What follows belongs to an exercise in optimizing a design on an open flow for small area; a production flow would make more cautious choices. The RTL was checked by simulation tests, not by an equivalence proof against the original design. Power figures rest on the tool's default switching activity, not on a simulated workload.

<file path="design.v">
module calc_cur_blk(
    input wire [2-1:0] piece,
    input wire [2-1:0] rot,
    output reg [15:0] mask,
    output reg [2:0] width,
    output reg [2:0] height
    );
    always @(*) begin
        case (piece)
            2'd1: begin
                if (rot[0]) begin mask = 16'h000F; width = 4; height = 1; end
                else        begin mask = 16'h1111; width = 1; height = 4; end
            end
            2'd2: begin mask = 16'h0033; width = 2; height = 2; end
            2'd3: begin
                case (rot)
                    2'd0: begin mask = 16'h0072; width = 3; height = 2; end
                    2'd1: begin mask = 16'h0131; width = 2; height = 3; end
                    2'd2: begin mask = 16'h0027; width = 3; height = 2; end
                    default: begin mask = 16'h0232; width = 2; height = 3; end
                endcase
            end
            default: begin mask = 16'h0000; width = 0; height = 0; end
        endcase
    end
endmodule
module complete_row(
    input wire                                   clk,
    input wire                                   rst,
    input wire                                   pause,
    input wire [(10*20)-1:0] placed_tetrominos,
    output reg [5-1:0]              row,
    output wire                                  enabled
    );
    wire [19:0] full;
    genvar i;
    generate
        for (i = 0; i < 20; i = i + 1) begin : g_full
            assign full[i] = &placed_tetrominos[i*10 +: 10];
        end
    endgenerate
    assign enabled = full[row];
    always @ (posedge clk) begin
        if (rst) begin
            row <= 0;
        end else if (!pause) begin
            if (row == 20 - 1)
                row <= 0;
            else
                row <= row + 1'b1;
        end
    end
endmodule
module debouncer(
    input  wire       clk,
    input  wire       rst,
    input  wire [6:0] raw,
    output wire [6:0] enabled,
    output wire [6:0] disabled
    );
    reg [6:0] debounced;
    reg [6:0] debounced_prev;
    always @ (posedge clk) begin
        if (rst) begin
            debounced <= 7'd0;
            debounced_prev <= 7'd0;
        end else begin
            debounced <= raw;
            debounced_prev <= debounced;
        end
    end
    assign enabled  = debounced & ~debounced_prev;
    assign disabled = ~debounced & debounced_prev;
endmodule
module game_clock(
    input wire clk,
    input wire sys_rst,
    input wire rst,
    input wire pause,
    output wire game_clk
    );
    localparam [15:0] S_TICK = 16'heea1;
    reg [15:0] s;
    assign game_clk = (s == S_TICK);
    wire [15:0] step = {s[14:0], ~(s[15] ^ s[12])};
    always @ (posedge clk) begin
        if (sys_rst)
            s <= 16'd0;
        else if (!pause) begin
            if (rst)
                s <= 16'd0;
            else if (game_clk)
                s <= 16'd1;
            else
                s <= step;
        end
    end
endmodule
module drop_timer(
    input wire clk,
    input wire rst,
    input wire clr,
    output wire done
    );
    reg [13:0] t;
    assign done = (t == 14'h184b);
    always @ (posedge clk) begin
        if (rst || clr)
            t <= 14'd0;
        else if (!done)
            t <= {t[12:0], ~(t[13] ^ t[12])};
    end
endmodule
module randomizer(
    input wire       clk,
    input wire       rst,
    output reg [2-1:0] random
    );
    always @ (posedge clk) begin
        if (rst || random == 3)
            random <= 1;
        else
            random <= random + 1;
    end
endmodule
module score_display(
    input wire       clk,
    input wire       rst,
    input wire [3:0] score_1,  
    input wire [3:0] score_2,
    input wire [3:0] score_3,
    input wire [3:0] score_4,  
    output reg [7:0] seg,
    output reg [3:0] an
    );
    reg [15:0] counter;
    wire seg_clk = (counter == 16'h8e2e);
    always @ (posedge clk) begin
        if (rst)
            counter <= 16'd0;
        else if (seg_clk)
            counter <= 16'd1;
        else
            counter <= {counter[14:0], ~(counter[15] ^ counter[12])};
    end
    reg [1:0] digit;
    reg [3:0] val;
    always @ (posedge clk) begin
        if (rst) begin
            digit <= 0;
            val <= 4'd15;
        end else if (seg_clk) begin
            digit <= digit + 1'b1;
            case (digit)
                2'd0: val <= score_4;
                2'd1: val <= score_3;
                2'd2: val <= score_2;
                default: val <= score_1;
            endcase
        end
    end
    always @(*) begin
        if (val == 4'd15) an = 4'b1111;
        else case (digit)
            2'd1: an = 4'b0111;
            2'd2: an = 4'b1011;
            2'd3: an = 4'b1101;
            default: an = 4'b1110;
        endcase
        case (val)
            0: seg = 8'b11000000;
            1: seg = 8'b11111001;
            2: seg = 8'b10100100;
            3: seg = 8'b10110000;
            4: seg = 8'b10011001;
            5: seg = 8'b10010010;
            6: seg = 8'b10000010;
            7: seg = 8'b11111000;
            8: seg = 8'b10000000;
            9: seg = 8'b10010000;
            default: seg = 8'b11111111;
        endcase
    end
endmodule
module test_pos_rot(
    input wire                   play,
    input wire                   dropm,
    input wire                   game_clk_rst,
    input wire                   game_clk,
    input wire                   btn_left_en,
    input wire                   btn_right_en,
    input wire                   btn_rotate_en,
    input wire                   btn_down_en,
    input wire [4-1:0] curr_x,
    input wire [2-1:0]   cur_rot,
    output reg [4-1:0] test_pos_x,
    output reg                   test_dy,
    output reg [2-1:0]   test_rot
    );
    always @ (*) begin
        test_pos_x = curr_x;
        test_dy = 1'b0;
        test_rot = cur_rot;
        if (play) begin
            if (game_clk)
                test_dy = 1'b1;
            else if (btn_left_en)
                test_pos_x = curr_x - 1'b1;
            else if (btn_right_en)
                test_pos_x = curr_x + 1'b1;
            else if (btn_rotate_en)
                test_rot = cur_rot + 1'b1;
            else if (btn_down_en)
                test_dy = 1'b1;
        end else if (dropm) begin
            if (!game_clk_rst)
                test_dy = 1'b1;
        end
    end
endmodule
module vga640x480(
    input wire dclk,
    input wire clr,
    output wire hsync,
    output wire vsync,
    output reg [7:0] rgb,
    input wire [1:0]   piece,
    input wire [3:0]   px,
    input wire [4:0]   py,
    input wire [15:0]  shape,
    input wire [(10*20)-1:0] placed_tetrominos
    );
    reg [5:0] hq;    
    reg [4:0] hr;    
    reg [4:0] vq;    
    reg [4:0] vr;    
    wire eol = (hq == 6'd32) && (hr == 5'd15);    
    always @(posedge dclk) begin
        if (clr) begin
            hq <= 6'd32; hr <= 5'd16;    
            vq <= 5'd24; vr <= 5'd10;    
        end else begin
            if (hr == 5'd19) begin
                hr <= 5'd0;
                hq <= (hq == 6'd39) ? 6'd0 : hq + 1'b1;
            end else begin
                hr <= hr + 1'b1;
            end
            if (eol) begin
                if (vq == 5'd26) begin
                    vq <= 5'd0; vr <= 5'd0;
                end else if (vr == 5'd19) begin
                    vr <= 5'd0; vq <= vq + 1'b1;
                end else begin
                    vr <= vr + 1'b1;
                end
            end
        end
    end
    assign hsync = !((hq == 6'd32 && hr >= 5'd16) || (hq >= 6'd33 && hq <= 6'd36) ||
                     (hq == 6'd37 && hr <= 5'd11));
    assign vsync = !(vq == 5'd24 && (vr == 5'd10 || vr == 5'd11));
    wire [4:0] drow = vq - py;
    wire [3:0] dcol = hq[3:0] - px;
    wire in_piece = (drow < 5'd4) && (dcol < 4'd4) && shape[{drow[1:0], dcol[1:0]}];
    wire [199:0] B = placed_tetrominos;
    function [9:0] m4;
        input [9:0] a0, a1, a2, a3;
        input [1:0] s;
        m4 = s[1] ? (s[0] ? a3 : a2) : (s[0] ? a1 : a0);
    endfunction
    wire [9:0] g0 = m4(B[  0 +: 10], B[ 10 +: 10], B[ 20 +: 10], B[ 30 +: 10], vq[1:0]);
    wire [9:0] g1 = m4(B[ 40 +: 10], B[ 50 +: 10], B[ 60 +: 10], B[ 70 +: 10], vq[1:0]);
    wire [9:0] g2 = m4(B[ 80 +: 10], B[ 90 +: 10], B[100 +: 10], B[110 +: 10], vq[1:0]);
    wire [9:0] g3 = m4(B[120 +: 10], B[130 +: 10], B[140 +: 10], B[150 +: 10], vq[1:0]);
    wire [9:0] g4 = m4(B[160 +: 10], B[170 +: 10], B[180 +: 10], B[190 +: 10], vq[1:0]);
    wire [9:0] brow = vq[4] ? g4 : m4(g0, g1, g2, g3, vq[3:2]);
    wire [3:0] hc4 = hq[3:0];
    wire placed = hc4[3] ? (hc4[0] ? brow[9] : brow[8]) :
                  hc4[2] ? (hc4[1] ? (hc4[0] ? brow[7] : brow[6]) : (hc4[0] ? brow[5] : brow[4])) :
                           (hc4[1] ? (hc4[0] ? brow[3] : brow[2]) : (hc4[0] ? brow[1] : brow[0]));
    always @(*) begin
        if (vq < 5'd20 && hq < 6'd10) begin
            if (in_piece) begin
                case (piece)
                    3'b001: rgb = 8'b11110000;
                    3'b010: rgb = 8'b00111111;
                    default:  rgb = 8'b11000111;
                endcase
            end else begin
                rgb = placed ? 8'b11111111 : 8'b00011111;
            end
        end else begin
            rgb = 8'b00000000;
        end
    end
endmodule
module tetris(
    input wire        board_clk,
    input wire        rst,
    input wire        btn_rotate,
    input wire        btn_left,
    input wire        btn_right,
    input wire        btn_down,
    input wire        sw_pause,
    input wire        btn_rst,
    input wire        sw_drop,
    output wire [7:0] rgb,
    output wire       hsync,
    output wire       vsync,
    output wire [7:0] seg,
    output wire [3:0] an
    );
    wire clk = board_clk;
    wire [6:0] ev_on, ev_off;
    debouncer deb_ (
        .clk(clk), .rst(rst),
        .raw({sw_drop, sw_pause, btn_rst, btn_down, btn_right, btn_left, btn_rotate}),
        .enabled(ev_on), .disabled(ev_off)
    );
    wire en_rot   = ev_on[0];
    wire en_left  = ev_on[1];
    wire en_right = ev_on[2];
    wire en_down  = ev_on[3];
    wire en_rst   = ev_on[4];
    wire en_pause = ev_on[5];
    wire pause_ev = ev_on[5] | ev_off[5];
    wire en_drop  = ev_on[6];
    wire [1:0] rnd;
    randomizer rnd_ (.clk(clk), .rst(rst), .random(rnd));
    reg [199:0] brd;                  
    reg [2:0]   mode;
    reg [1:0]   piece;
    reg [3:0]   px;
    reg [4:0]   py;
    reg [1:0]   prot;
    reg         gcr;                  
    reg [4:0]   srow;                 
    reg [3:0]   sc1, sc2, sc3, sc4;
    wire play  = mode == 0;
    wire dropm = mode == 1;
    wire pausm = mode == 2;
    wire idle  = mode == 3;
    wire clrm  = mode == 4;
    wire game_clk;
    game_clock gclk_ (.clk(clk), .sys_rst(rst), .rst(gcr), .pause(!play), .game_clk(game_clk));
    wire drop_ok;
    wire new_blk;
    drop_timer dt_ (.clk(clk), .rst(rst), .clr(new_blk), .done(drop_ok));
    wire [4:0] scan_row;
    wire row_full;
    complete_row cr_ (.clk(clk), .rst(rst), .pause(!play), .placed_tetrominos(brd),
                      .row(scan_row), .enabled(row_full));
    wire [3:0] tx;
    wire       tdy;
    wire [1:0] trot;
    test_pos_rot tpr_ (
        .play(play), .dropm(dropm), .game_clk_rst(gcr), .game_clk(game_clk),
        .btn_left_en(en_left), .btn_right_en(en_right), .btn_rotate_en(en_rot),
        .btn_down_en(en_down), .curr_x(px), .cur_rot(prot),
        .test_pos_x(tx), .test_dy(tdy), .test_rot(trot)
    );
    wire [4:0] ty = py + {4'd0, tdy};
    wire [15:0] cur_mask, test_mask;
    wire [2:0]  cur_w, cur_h, test_w, test_h;
    calc_cur_blk cshape_ (.piece(piece), .rot(prot), .mask(cur_mask), .width(cur_w), .height(cur_h));
    calc_cur_blk tshape_ (.piece(piece), .rot(trot), .mask(test_mask), .width(test_w), .height(test_h));
    function [15:0] rot_rows;
        input [15:0] m;
        input [1:0]  y;
        integer k;
        begin
            for (k = 0; k < 4; k = k + 1)
                rot_rows[k*4 +: 4] = m[((k - y) & 3)*4 +: 4];
        end
    endfunction
    function [9:0] place_row;
        input [3:0] m;
        input [3:0] x;
        begin
            place_row = {6'd0, m} << x;
        end
    endfunction
    wire [15:0] test_rm = rot_rows(test_mask, ty[1:0]);
    wire [15:0] cur_rm  = rot_rows(cur_mask, py[1:0]);
    wire [39:0] test_pl, cur_pl;
    genvar b;
    generate
        for (b = 0; b < 4; b = b + 1) begin : g_bank
            assign test_pl[b*10 +: 10] = place_row(test_rm[b*4 +: 4], tx);
            assign cur_pl[b*10 +: 10]  = place_row(cur_rm[b*4 +: 4], px);
        end
    endgenerate
    wire [20:0] tyh;
    wire [23:0] twin, hit;
    genvar r;
    generate
        for (r = 0; r <= 20; r = r + 1) begin : g_ty
            assign tyh[r] = (ty == r);
        end
        for (r = 0; r < 24; r = r + 1) begin : g_test
            if (r >= 3)      assign twin[r] = (r - 3 <= 20 ? tyh[r-3 <= 20 ? r-3 : 0] : 1'b0) |
                                              (r - 2 <= 20 ? tyh[r-2 <= 20 ? r-2 : 0] : 1'b0) |
                                              (r - 1 <= 20 ? tyh[r-1 <= 20 ? r-1 : 0] : 1'b0) |
                                              (r     <= 20 ? tyh[r     <= 20 ? r   : 0] : 1'b0);
            else if (r == 2) assign twin[r] = tyh[2] | tyh[1] | tyh[0];
            else if (r == 1) assign twin[r] = tyh[1] | tyh[0];
            else             assign twin[r] = tyh[0];
            if (r < 20)
                assign hit[r] = twin[r] & |(brd[r*10 +: 10] & test_pl[(r % 4)*10 +: 10]);
            else
                assign hit[r] = twin[r] & |test_rm[(r % 4)*4 +: 4];
        end
    endgenerate
    wire wall = (tx == 4'd15) || ({1'b0, tx} + {2'd0, test_w} > 5'd10);
    wire blocked = |hit || wall;
    wire cur_hit_top = |(brd[39:0] & cur_pl);
    wire game_over = (py == 0) && cur_hit_top;
    wire can_down  = !blocked;
    wire start     = idle && en_rst;
    wire end_game  = !start && (en_rst || game_over);
    wire pause_on  = !start && !end_game && pause_ev && play;
    wire pause_off = !start && !end_game && pause_ev && pausm;
    wire act_play  = !start && !end_game && !pause_ev && play;
    wire act_drop  = !start && !end_game && dropm;
    wire act_clear = !start && !end_game && clrm;
    wire try_down  = act_play && (game_clk || (!en_left && !en_right && !en_rot && en_down));
    wire drop_down = act_drop && !(gcr && !en_pause);
    wire down_req  = try_down || drop_down;
    wire land      = down_req && !can_down;
    wire add       = end_game || land;
    assign new_blk = start || land;
    wire do_left   = act_play && !game_clk && en_left;
    wire do_right  = act_play && !game_clk && !en_left && en_right;
    wire do_rot    = act_play && !game_clk && !en_left && !en_right && en_rot;
    wire no_move   = !game_clk && !en_left && !en_right && !en_rot && !en_down;
    wire go_drop   = act_play && no_move && en_drop && drop_ok;
    wire go_clear  = act_play && no_move && !(en_drop && drop_ok) && row_full;
    wire [19:0] yh, inwin, srow_h;
    generate
        for (r = 0; r < 20; r = r + 1) begin : g_dec
            assign yh[r] = (py == r);
            assign srow_h[r] = (srow == r);
        end
        for (r = 0; r < 20; r = r + 1) begin : g_win
            if (r >= 3)      assign inwin[r] = yh[r] | yh[r-1] | yh[r-2] | yh[r-3];
            else if (r == 2) assign inwin[r] = yh[2] | yh[1] | yh[0];
            else if (r == 1) assign inwin[r] = yh[1] | yh[0];
            else             assign inwin[r] = yh[0];
        end
    endgenerate
    wire clr_all = rst || start;
    generate
        for (r = 0; r < 20; r = r + 1) begin : g_brd
            wire sh   = act_clear && srow_h[r];
            wire keep = !clr_all && !sh;
            wire load = !clr_all && sh;
            wire addr = !clr_all && add && inwin[r];
            wire [9:0] above;
            if (r == 0) assign above = 10'd0;
            else        assign above = brd[(r-1)*10 +: 10];
            always @(posedge clk)
                brd[r*10 +: 10] <= ({10{keep}} & brd[r*10 +: 10]) |
                                   ({10{load}} & above) |
                                   ({10{addr}} & cur_pl[(r % 4)*10 +: 10]);
        end
    endgenerate
    always @(posedge clk) begin
        if (rst) begin
            mode  <= 3;
            piece <= 2'd0;
            px    <= 4'd0;
            py    <= 5'd0;
            prot  <= 2'd0;
            sc1 <= 0; sc2 <= 0; sc3 <= 0; sc4 <= 0;
            gcr   <= 1'b0;
            srow  <= 5'd0;
        end else begin
            gcr <= new_blk;
            if (start) begin
                mode <= 0;
                sc1 <= 0; sc2 <= 0; sc3 <= 0; sc4 <= 0;
            end
            if (end_game) begin
                mode  <= 3;
                piece <= 2'd0;
            end
            if (pause_on)  mode <= 2;
            if (pause_off) mode <= 0;
            if (do_left && !blocked) px <= px - 1'b1;
            if (do_right && !blocked) px <= px + 1'b1;
            if (do_rot && !blocked) prot <= prot + 1'b1;
            if (down_req && can_down) py <= py + 1'b1;
            if (new_blk) begin
                piece <= rnd;
                px    <= 4'd4;
                py    <= 5'd0;
                prot  <= 2'd0;
            end
            if (go_drop) mode <= 1;
            if (act_drop && gcr && !en_pause) mode <= 0;
            if (go_clear) begin
                mode <= 4;
                srow <= scan_row;
                if (sc1 == 9) begin
                    if (sc2 == 9) begin
                        if (sc3 == 9) begin
                            if (sc4 != 9) begin
                                sc4 <= sc4 + 1'b1; sc3 <= 0; sc2 <= 0; sc1 <= 0;
                            end
                        end else begin
                            sc3 <= sc3 + 1'b1; sc2 <= 0; sc1 <= 0;
                        end
                    end else begin
                        sc2 <= sc2 + 1'b1; sc1 <= 0;
                    end
                end else begin
                    sc1 <= sc1 + 1'b1;
                end
            end
            if (act_clear) begin
                if (srow == 0) mode <= 0;
                else srow <= srow - 1'b1;
            end
        end
    end
    vga640x480 vga_ (
        .dclk(clk), .clr(en_rst || rst),
        .piece(piece), .px(px), .py(py), .shape(cur_mask),
        .placed_tetrominos(brd),
        .rgb(rgb), .hsync(hsync), .vsync(vsync)
    );
    score_display sd_ (
        .clk(clk), .rst(rst),
        .score_1(sc1), .score_2(sc2), .score_3(sc3), .score_4(sc4),
        .an(an), .seg(seg)
    );
endmodule
</file>
<file path="flow/run.sh">
#!/bin/bash
# Layout flow: the standard ORFS flow (standard.sh) with two changes:
#  - synthesis maps the logic with the ABC script in flow/abc_area.script
#    (area-oriented mapping) in place of ORFS's abc_area.script; every other
#    ORFS script is used unchanged, through a folder of links to ORFS's
#    scripts folder;
#  - clock tree synthesis runs without dummy loads.
# Each step's full output goes to its own log file in this folder.
set -euo pipefail
here=$(pwd)
mkdir -p "$here/scripts_abc"
for f in "$FLOW_HOME"/scripts/*; do
    ln -sfn "$f" "$here/scripts_abc/$(basename "$f")"
done
rm -f "$here/scripts_abc/abc_area.script"
cp "$here/flow/abc_area.script" "$here/scripts_abc/abc_area.script"
cts="CTS_ARGS=-sink_clustering_enable -repair_clock_nets -dont_use_dummy_load"
bash standard.sh SCRIPTS_DIR="$here/scripts_abc" "$cts" synth > "$here/synth.log" 2>&1
bash standard.sh SCRIPTS_DIR="$here/scripts_abc" "$cts" finish > "$here/layout.log" 2>&1
</file>
<file path="flow/abc_area.script">
&get -n
&st
&deepsyn -T 30
&dch
&nf -R 1000
&put
</file>
<file path="standard.sh">
#!/bin/bash
# synth_recipe.tcl (not shown) runs the flow's synth.tcl, then flattens the netlist and writes it again
# the make line also repeats each setting of config.mk as NAME=value (left out here)
make -C /OpenROAD-flow-scripts/flow DESIGN_CONFIG=/design/flow/config.mk WORK_HOME=/design/flow/orfs CLKGATE_MAP_FILE= SYNTH_SCRIPT=/design/flow/synth_recipe.tcl "${@:-finish}"
</file>
<file path="config.mk">
export PLATFORM = sky130hd
export DESIGN_NAME = tetris
export DESIGN_NICKNAME = tetris
export VERILOG_FILES = /design/flow/design.v
export SDC_FILE = /design/flow/constraint.sdc
export NUM_CORES = 4
export LEC_CHECK = 0
export ABC_AREA = 1
export CAP_MARGIN = 20
export CORE_MARGIN = 2
export CORE_UTILIZATION = 55
export PLACE_DENSITY = 0.65
export SLEW_MARGIN = 20
</file>
<file path="constraint.sdc">
create_clock -name core_clock -period 20.0 [get_ports {board_clk}]
set_input_delay 4.0000 -clock core_clock [delete_from_list [all_inputs] [get_ports {board_clk}]]
set_output_delay 4.0000 -clock core_clock [all_outputs]
set_load 0.01 [all_outputs]
</file>
==> metrics.md, run 1 <==
| Metric | Value |
|---|---|
| Outcome | `no timing/DRC/antenna violations` |
| Cell Area, Synth | `19500 um^2` |
| Core footprint | `34700 um^2` |
| Clk slew on worst S/H paths | `60 ps` |
| Vert. Die Dim | `192 um` |
| Clock latency on the worst-skew pair | `580 ps` |
| Multiplexer share of the synthesized area | `4.74%` |
| CP max-delay cell | `nor4_1` |
| Gr usage total | `52.9%` |
| Syn Area/Cell | `8.25 um^2` |
| Final Setup Violations | `0` |
| Setup TNS | `0 ps` |
| Worst clock skew | `67.5 ps` |
| Fin. max-slew vios | `0` |
| Cts hold-fix bufs | `0` |
| Final std cells w/o fill | `2945` |
| Unrepaired setup endpoints after global routing | `no` |
| WS Path Type | `register to register` |
| Max-Cap Viols | `0` |
| Pwr Total | `1.46 mW` |
| CTS resizes | `0` |
| Largest net degree at the start of global routing | `52` |
| Final ANT Viol Nets | `0` |
| Die X | `192 um` |
| Complex-gate fraction of the synthesized area | `30.9%` |
| First-pass GRT wire length | `140000 um` |
| Residual DRC | `0` |
| Initial Util | `56.1%` |
| Vias | `23000` |
| Clk buf depth | `3` |
| Worst vdd ir | `0.0809 mV` |
| P_leak | `7.16 nW` |
| Area delta synth->final | `11.1%` |
| Synth Area in XOR/XNOR | `1.53%` |
| Register area share after synthesis | `34.9%` |
| GRT overflow | `0` |
| Main synth FF type | `dfxtp_1` |
| Count leader, synth | `dfxtp_1` |
| Commonest cells in the netlist | `dfxtp_1, o21ai_0, nor2_1, nand2_1, a22oi_1` |
| Crit path max fanout | `10` |
| CP most frequent cell | `o21ai_0` |
| Final Instance Area | `21600 um^2` |
| Rows | `68` |
| Final wirelength | `98400 um` |
| TritonCTS clock tree | `built` |
| Root Buffer | `clkbuf_16` |
| Fin crit share | `45.9%` |
| Critical path buffers and inverters | `3` |
| Nets@finish | `2546` |
| Synth Area in Adders | `5.00%` |
| Fmax | `109 MHz` |
| Initial antenna violation count | `11` |
| CTS Sinks | `339` |
| CP delay by family, top | `compound AO/OA/AOI/OAI gates` |
| Dominant cell type by area after synthesis | `dfxtp_1` |
| H-tree Lvls | `2` |
| Synth Instances | `2359` |
| Max-slew headroom | `5.36%` |
| Drt wl/cell | `33.4 um` |
| Main area contributors after synthesis | `dfxtp_1, a22oi_1, o21ai_0` |
| Vias per std cell | `7.80` |
| Vias in the first global route | `20900` |
| Detailed Routing Iterations Pass 1 | `13` |
| Number of cells after detailed placement | `2875` |
| Synth Net Count | `2444` |
| PwrDens | `67.5 nW/um^2` |
| FF+latch count, synth | `339` |
| Port bufs | `29` |
| DRT iter0 DRCs | `4623` |
| Async set or reset register ratio after synthesis | `0%` |
| Crit. End Element | `register` |
| Unique cell type count in the Yosys netlist | `65` |
| GP Congestion | `1.17` |
| Layout fillers | `2947` |
| Worst-margin pin slew | `1410 ps` |
| Largest family of logic cells by synthesized area | `compound AO/OA/AOI/OAI gates` |
| Post-CTS Setup Bufs | `0` |
| Arrival time worst endpoint | `9680 ps` |
| Hold Fails Final Rpt | `0` |
| Post-layout min period | `9190 ps` |
| Max incr delay on CP | `970 ps` |
| EDFF count, synth | `0` |
| Synth warn | `10` |
| Post-DP HPWL | `68700 um` |
| Worst Path Required | `20490 ps` |
| Share of the synthesized area in the top cell type | `34.9%` |
| Die ar. | `36900 um^2` |
| Boundary Pins | `31` |
| Share of cells above drive strength 1 | `5.00%` |
| Startpoint types | `register` |
| CTS Buf Count | `37` |
| Post-synthesis simple-gate area fraction | `20.6%` |
| Placed Area | `20600 um^2` |
| Worst hold path class | `register to register` |
-- cell families after synthesis --
logic type / after synthesis
AO/OA/AOI/OAI: 908
adder cells (fa/ha/maj): 76
flip-flops: 339
XOR/XNOR: 34
other: 1
buffers and inverters: 119
AND/OR/NAND/NOR: 834
multiplexers: 48
-- cell usage in the layout (no fill, tap or decap), types with 26 or more instances in the layout --
cell	instances
diode_2	31
clkdlybuf4s50_1	28
clkbuf_16	37
clkinv_1	115
nand4_1	50
nor2b_1	51
nand3_1	74
o21ai_0	266
ha_1	73
nand2_1	219
nor2_1	235
a222oi_1	53
buf_4	37
xnor2_1	26
dfxtp_1	337
a21oi_1	143
mux4_2	35
a31oi_1	29
and3_1	28
and2_0	36
a22oi_1	215
nor3_1	44
-- where the power goes --
part / leakage, nW / total (mW) / switching [mW] / internal [mW]
Clock: 0.456 / 0.596 / 0.271 / 0.325
Sequential: 2.74 / 0.696 / 0.0126 / 0.683
Combinational: 3.96 / 0.169 / 0.132 / 0.0375
Total: 7.16 / 1.46 / 0.415 / 1.05
-- metrics by stage --
stage	util [%]	setup slack, ps	hold WS [ps]
after detailed placement	59.3	11680	442
after global placement	59.3	11730	431
after floorplan	-	10900	422
final	62.3	10810	453
after global routing	62.2	10570	474
after CTS	62.0	11150	452
-- worst register-to-register path, cell delays in order, from the launching register on --
cell and delay, ps:
dfxtp_1 460, clkinv_1 150, ha_1 300, nor2b_1 210
nor3_1 430, o21ai_0 180, a21oi_1 430, nand2_1 110
o21ai_0 270, a21oi_1 280, and2_0 620, a222oi_1 430
o21ai_0 150, a2111oi_0 510, nand4_1 150, nor4_1 970
o21bai_1 390, clkinv_1 130, nand2_1 100, a2111oi_0 760
o211ai_1 560, clkinv_1 310, nand2_1 140, nor2_1 280
o21ai_0 260, or2_0 280, a311oi_1 250
-- layer usage --
layer / global-route usage (%) / wire length, um
met5: 4.67 / 202
met4: 36.5 / 9780
met3: 28.4 / 16600
met2: 73.2 / 38500
met1: 62.0 / 33300
-- final cells by class --
class                      count  area [um^2]  share of cell area (%)
multi-input combinational   1901        12300                    56.7
sequential                   339         6790                    31.4
clock buffer                  37          926                    4.28
timing repair buffer          67          578                    2.67
tap                          455          569                    2.63
inverter                     115          432                    1.99
antenna                       31         77.6                   0.358
-- flip-flops by register name (all words and copies together) (netlist names), 5 cells and up --
name / cells
brd: 200
cr_.row: 5
deb_.debounced: 7
deb_.debounced_prev: 7
dt_.t: 14
gclk_.s: 16
py: 5
sd_.counter: 16
seg: 7
srow: 5
vga_.hq: 6
vga_.hr: 5
vga_.vq: 5
vga_.vr: 5
-- path summary, 6_finish.rpt --
check / from / endpoint / slack [ps] / cells past startpoint
setup / recovery: piece[0] / sc3[3] / 10810 / 26
hold / removal: deb_.debounced[4] / deb_.debounced_prev[4] / 450 / 1
setup reg to reg: piece[0] / sc3[3] / 10810 / 26
hold reg to reg: deb_.debounced[4] / deb_.debounced_prev[4] / 450 / 1
==> inputs of run 2 (changes only) <==
==> flow/run.sh (replaced) <==
#!/bin/bash
# Layout flow: the standard ORFS flow (standard.sh), with these changes:
#  - synthesis maps the logic with the ABC script in flow/abc_area.script
#    (area-oriented mapping) in place of ORFS's abc_area.script; every other
#    ORFS script is used unchanged, through a folder of links to ORFS's
#    scripts folder;
#  - synthesis leaves adders to ABC (no ADDER_MAP_FILE half/full-adder
#    mapping), so ABC maps all the logic;
#  - clock tree synthesis runs without dummy loads;
#  - the port buffers are buf_1 cells.
# Each step's full output goes to its own log file in this folder.
set -euo pipefail
here=$(pwd)
mkdir -p "$here/scripts_abc"
for f in "$FLOW_HOME"/scripts/*; do
    ln -sfn "$f" "$here/scripts_abc/$(basename "$f")"
done
rm -f "$here/scripts_abc/abc_area.script"
cp "$here/flow/abc_area.script" "$here/scripts_abc/abc_area.script"
cts="CTS_ARGS=-sink_clustering_enable -repair_clock_nets -dont_use_dummy_load"
bufs="BUFFER_PORTS_ARGS=-buffer_cell sky130_fd_sc_hd__buf_1"
adders="ADDER_MAP_FILE="
bash standard.sh SCRIPTS_DIR="$here/scripts_abc" "$cts" "$bufs" "$adders" synth > "$here/synth.log" 2>&1
bash standard.sh SCRIPTS_DIR="$here/scripts_abc" "$cts" "$bufs" "$adders" finish > "$here/layout.log" 2>&1
==> flow/abc_area.script (replaced) <==
&get -n
&st
&deepsyn -T 120
&dch -f
&nf -R 1000 -p -C 32 -F 8 -A 4 -E 50
&put
==> run 2 against run 1 <==
Effect of this change:
- worst setup slack got worse by 180 ps
- combinational power increased by 25%
- sequential cell count unchanged
- via count decreased by 6.9%
- sequential share of layout area increased by 3.4 points
- register-to-register slack got worse by 180 ps
- worst hold slack got worse by 36 ps
- clock skew decreased by 38 ps
- routed wire length decreased by 5.7%
- synthesized area decreased by 11%
- maximum frequency decreased by 1.9%
- critical endpoint is now brd[111]
- largest power group unchanged
- highest routed layer unchanged
==> metrics.md, run 2 <==
| Metric | Value |
|---|---|
| Main area contributors after synthesis | `dfxtp_1, a222oi_1, a22oi_1` |
| Final std cells w/o fill | `2611 (-11%)` |
| Vias in the first global route | `19300 (-7.6%)` |
| Worst-margin pin slew | `1330 ps (-87.1 ps)` |
| CP max-delay cell | `a2111oi_0` |
| Clk buf depth | `3 (unchanged)` |
| Fin. max-slew vios | `0 (unchanged)` |
| Max-slew headroom | `8.98% (+3.6 points)` |
| CTS Sinks | `339 (unchanged)` |
| Switch share | `29.3% (+0.90 points)` |
| Vias per std cell | `8.19 (+5.0%)` |
| Count leader, synth | `dfxtp_1` |
| Share of cells above drive strength 1 | `5.71% (+0.71 points)` |
| PwrDens | `76.9 nW/um^2 (+14%)` |
| EDFF count, synth | `0 (unchanged)` |
| Rows | `65 (-4.4%)` |
| Comb pwr share | `14.1% (+2.5 points)` |
| Initial Util | `55.4% (-0.67 points)` |
| Commonest cells in the netlist | `dfxtp_1, nor2_1, a222oi_1, o21ai_0, clkinv_1` |
| Clk slew on worst S/H paths | `60 ps (about the same)` |
| Worst Path Required | `20420 ps (-70 ps)` |
| First-pass GRT wire length | `132000 um (-6.0%)` |
| Final wirelength | `92800 um (-5.7%)` |
| CTS resizes | `0 (unchanged)` |
| TritonCTS clock tree | `built` |
| Crit. End Element | `register` |
| Area delta synth->final | `12.4%` |
| Startpoint types | `register` |
| Max incr delay on CP | `1020 ps (+50 ps)` |
| Worst clock skew | `29.4 ps (-38.0 ps)` |
| Die ar. | `33000 um^2 (-11%)` |
| Cell Area, Synth | `17400 um^2 (-11%)` |
| Largest Register | `brd` |
| Layout fillers | `2669 (-9.4%)` |
| Dominant cell type by area after synthesis | `dfxtp_1` |
| Nets@finish | `2218 (-13%)` |
| Worst hold path class | `register to register` |
| Core footprint | `31300 um^2 (-9.8%)` |
| Setup TNS | `0 ps (unchanged)` |
| Vert. Die Dim | `182 um (-5.5%)` |
| Max-Cap Viols | `0 (unchanged)` |
| Switching pwr | `439 uW (+5.9%)` |
| Reg2reg path depth | `22 (-15%)` |
| Hold Fails Final Rpt | `0 (unchanged)` |
| DRT iter0 DRCs | `5779 (+25%)` |
| Outcome | `no timing/DRC/antenna violations` |
| Placed Area | `18500 um^2 (-10%)` |
| Synth Net Count | `2088 (-15%)` |
| Fmax | `107 MHz (-1.9%)` |
| Async set or reset register ratio after synthesis | `0% (unchanged)` |
| GP Congestion | `1.17 (-0.12%)` |
| Root Buffer | `clkbuf_16` |
| Synth Instances | `2079 (-12%)` |
| Clock latency on the worst-skew pair | `550 ps (-30 ps)` |
| Gr usage total | `54.3% (+1.4 points)` |
| Drt wl/cell | `35.6 um (+6.4%)` |
| Top flop regs | `brd x200, gclk_.s x16, sd_.counter x16` |
| Die X | `182 um (-5.5%)` |
| Initial antenna violation count | `3 (-8)` |
| Max reg flops | `200 (unchanged)` |
| Pint | `1.06 mW (+1.3%)` |
| Reg2reg start | `piece[0]` |
| Main synth FF type | `dfxtp_1` |
| Flop pwr share | `47.2% (-0.4 points)` |
| Share of the synthesized area in the top cell type | `39.1% (+4.3 points)` |
| Fin crit share | `46.8% (+0.90 points)` |
| Post-layout min period | `9370 ps (+180 ps)` |
| Unrepaired setup endpoints after global routing | `no` |
| Post-CTS Setup Bufs | `0 (unchanged)` |
| Port bufs | `29 (unchanged)` |
| Worst setup margin | `10630 ps (-180 ps)` |
| CP most frequent cell | `nor2_1` |
| Final ANT Viol Nets | `0 (unchanged)` |
| FF-to-FF End | `brd[111]` |
| Most common library cell in the layout ignoring fill and taps | `dfxtp_1` |
| Flop-to-flop setup slack | `10630 ps (-180 ps)` |
| Largest net degree at the start of global routing | `47 (-9.6%)` |
| Cts hold-fix bufs | `0 (unchanged)` |
| Unique cell type count in the Yosys netlist | `61 (-6.2%)` |
| Final Instance Area | `19500 um^2 (-9.9%)` |
| Crit path max fanout | `13 (+3)` |
| P_leak | `6.38 nW (-11%)` |
| WS Path Type | `register to register` |
| Synth warn | `10 (unchanged)` |
| Pre-CTS setup slack | `11310 ps (-372 ps)` |
| CP cell instances | `nand2_1, nor2_1, a31oi_1, o21ai_0, or3_1, nand2_1, o21ai_0, o22ai_2, a222oi_1, nand4_1, a2111oi_0, nor2_1, a21oi_1, nand2_1, nor3_1, nand2_1, nor2_1, nand3_1, nor2_1, nor2_1, a222oi_1, clkinv_1` |
| Hold depth | `1 (unchanged)` |
| FF+latch count, synth | `339 (unchanged)` |
| Syn Area/Cell | `8.35 um^2 (+1.1%)` |
| Min-delay src | `rnd_.random[0]` |
| Clock share of power | `38.8% (-2.0 points)` |
| Detailed Routing Iterations Pass 1 | `22 (+9)` |
| H-tree Lvls | `2 (unchanged)` |
| Boundary Pins | `31 (unchanged)` |
| Commonest cells after routing, fill and taps aside | `dfxtp_1, nor2_1, a222oi_1` |
| Number of cells after detailed placement | `2571 (-11%)` |
| Final Setup Violations | `0 (unchanged)` |
| GRT overflow | `0 (unchanged)` |
| Residual DRC | `0 (unchanged)` |
| Post-DP HPWL | `64800 um (-5.7%)` |
| Hold-critical path endpoint | `rnd_.random[0]` |
| Worst vdd ir | `0.0986 mV (+22%)` |
| Arrival time worst endpoint | `9780 ps (+100 ps)` |
| Vias | `21400 (-6.9%)` |
| Register area share after synthesis | `39.1% (+4.3 points)` |
| CTS Buf Count | `37 (unchanged)` |
-- run 2: cell count changes after synthesis, moves of 22 or more --
cell	delta
a22o_1	+26
ha_1	-73
clkinv_1	+46
and2_0	-22
nand2_1	-81
o21ai_0	-97
mux4_2	-35
a22oi_1	-89
o22ai_1	+29
a222oi_1	+122
a21oi_1	-36
nor2_1	-34
-- run 2: layer usage --
metal	vias to the layer above	GRT usage, %	wire [um]
li1	8559	-	-
met1	9930	66.4	31600
met2	2222	72.4	34200
met3	669	29.9	17600
met4	12	35.6	9240
met5	-	5.04	205
-- run 2: power by group through the flow --
| stage | combinational [mW] | sequential, mW | clock (mW) |
|---|---|---|---|
| floorplan | 0.103 | 0.712 | 0 |
| global route | 0.209 | 0.707 | 0.599 |
| detailed placement | 0.186 | 0.719 | 0 |
| CTS | 0.187 | 0.705 | 0.575 |
| finish | 0.211 | 0.707 | 0.581 |
| global placement | 0.184 | 0.719 | 0 |
-- run 2: worst max-delay path, delay by kind of cell, from the launching register on --
kind / cells / cell delay (ps)
simple gates: 13 / 4220
compound gates: 8 / 4240
flops: 1 / 640
buf+inv: 1 / 110
-- run 2: worst max-delay path by stage --
stage	startpoint	cells after the start	end
floorplan	vga_.vq[0]	13	rgb[7]
global placement	gclk_.s[9]	30	brd[186]
detailed placement	gclk_.s[7]	29	brd[186]
CTS	gclk_.s[7]	29	brd[189]
global route	gclk_.s[15]	30	brd[167]
finish	piece[0]	22	brd[111]
-- run 2: area by class of cell --
| type | instances | area [um^2] | share of cell area (%) |
|---|---|---|---|
| Multi-Input combinational cell | 1575 | 10100 | 51.6 |
| Sequential cell | 339 | 6790 | 34.8 |
| Clock buffer | 37 | 926 | 4.75 |
| Timing Repair Buffer | 95 | 609 | 3.13 |
| Inverter | 161 | 604 | 3.10 |
| Tap cell | 402 | 503 | 2.58 |
| Antenna cell | 2 | 5.00 | 0.0257 |
-- run 2: logic make-up after synthesis --
group	Yosys count	synth area share [%]
adders and majority gates	2	0.115
other	1	0.0216
xor gates and xnor gates	37	1.87
and+or+nand+nor	713	20.5
buffers and inverters	165	3.66
AOI/OAI and AO/OA	811	34.1
DFF	339	39.1
muxes	11	0.642
-- run 2: stage by stage --
| step | utilization [%] | total power [mW] | hold WS (ps) |
|---|---|---|---|
| floorplan | - | 0.815 | 383 |
| global placement | 59.1 | 0.903 | 403 |
| detailed placement | 59.2 | 0.905 | 407 |
| CTS | 62.2 | 1.47 | 419 |
| global route | 62.2 | 1.52 | 429 |
| finish | 62.3 | 1.50 | 417 |

==> port drivers added, routing unchanged <==
How much do the figures lean on ideal ports? The routed layouts below were timed once more, with nothing changed but the port constraints.
Step 1 sets driving cells, clkbuf_16 on the clock port and buf_2 on the other inputs (assumed; they add their load-dependent delay and slew).
Step 2, shift: input delay + t, output delay - t, t = (earliest + latest rising clock arrival at the registers) / 2. This alone moves slack from input paths to output paths.
a / b / c = ideal ports / drivers / drivers and shift; a / b = the first two.
| run | shift t [ns] | setup slack, ns | worst setup path at the end | pins driven straight from the clock port |
|---|---|---|---|---|
| run 1 | 0.610 | 10.812 / 10.812 / 10.812 | register to register | 1 |
| run 2 | 0.586 | 10.632 / 10.632 / 10.632 | register to register | 1 |
After both steps setup and hold are still met in every run listed.
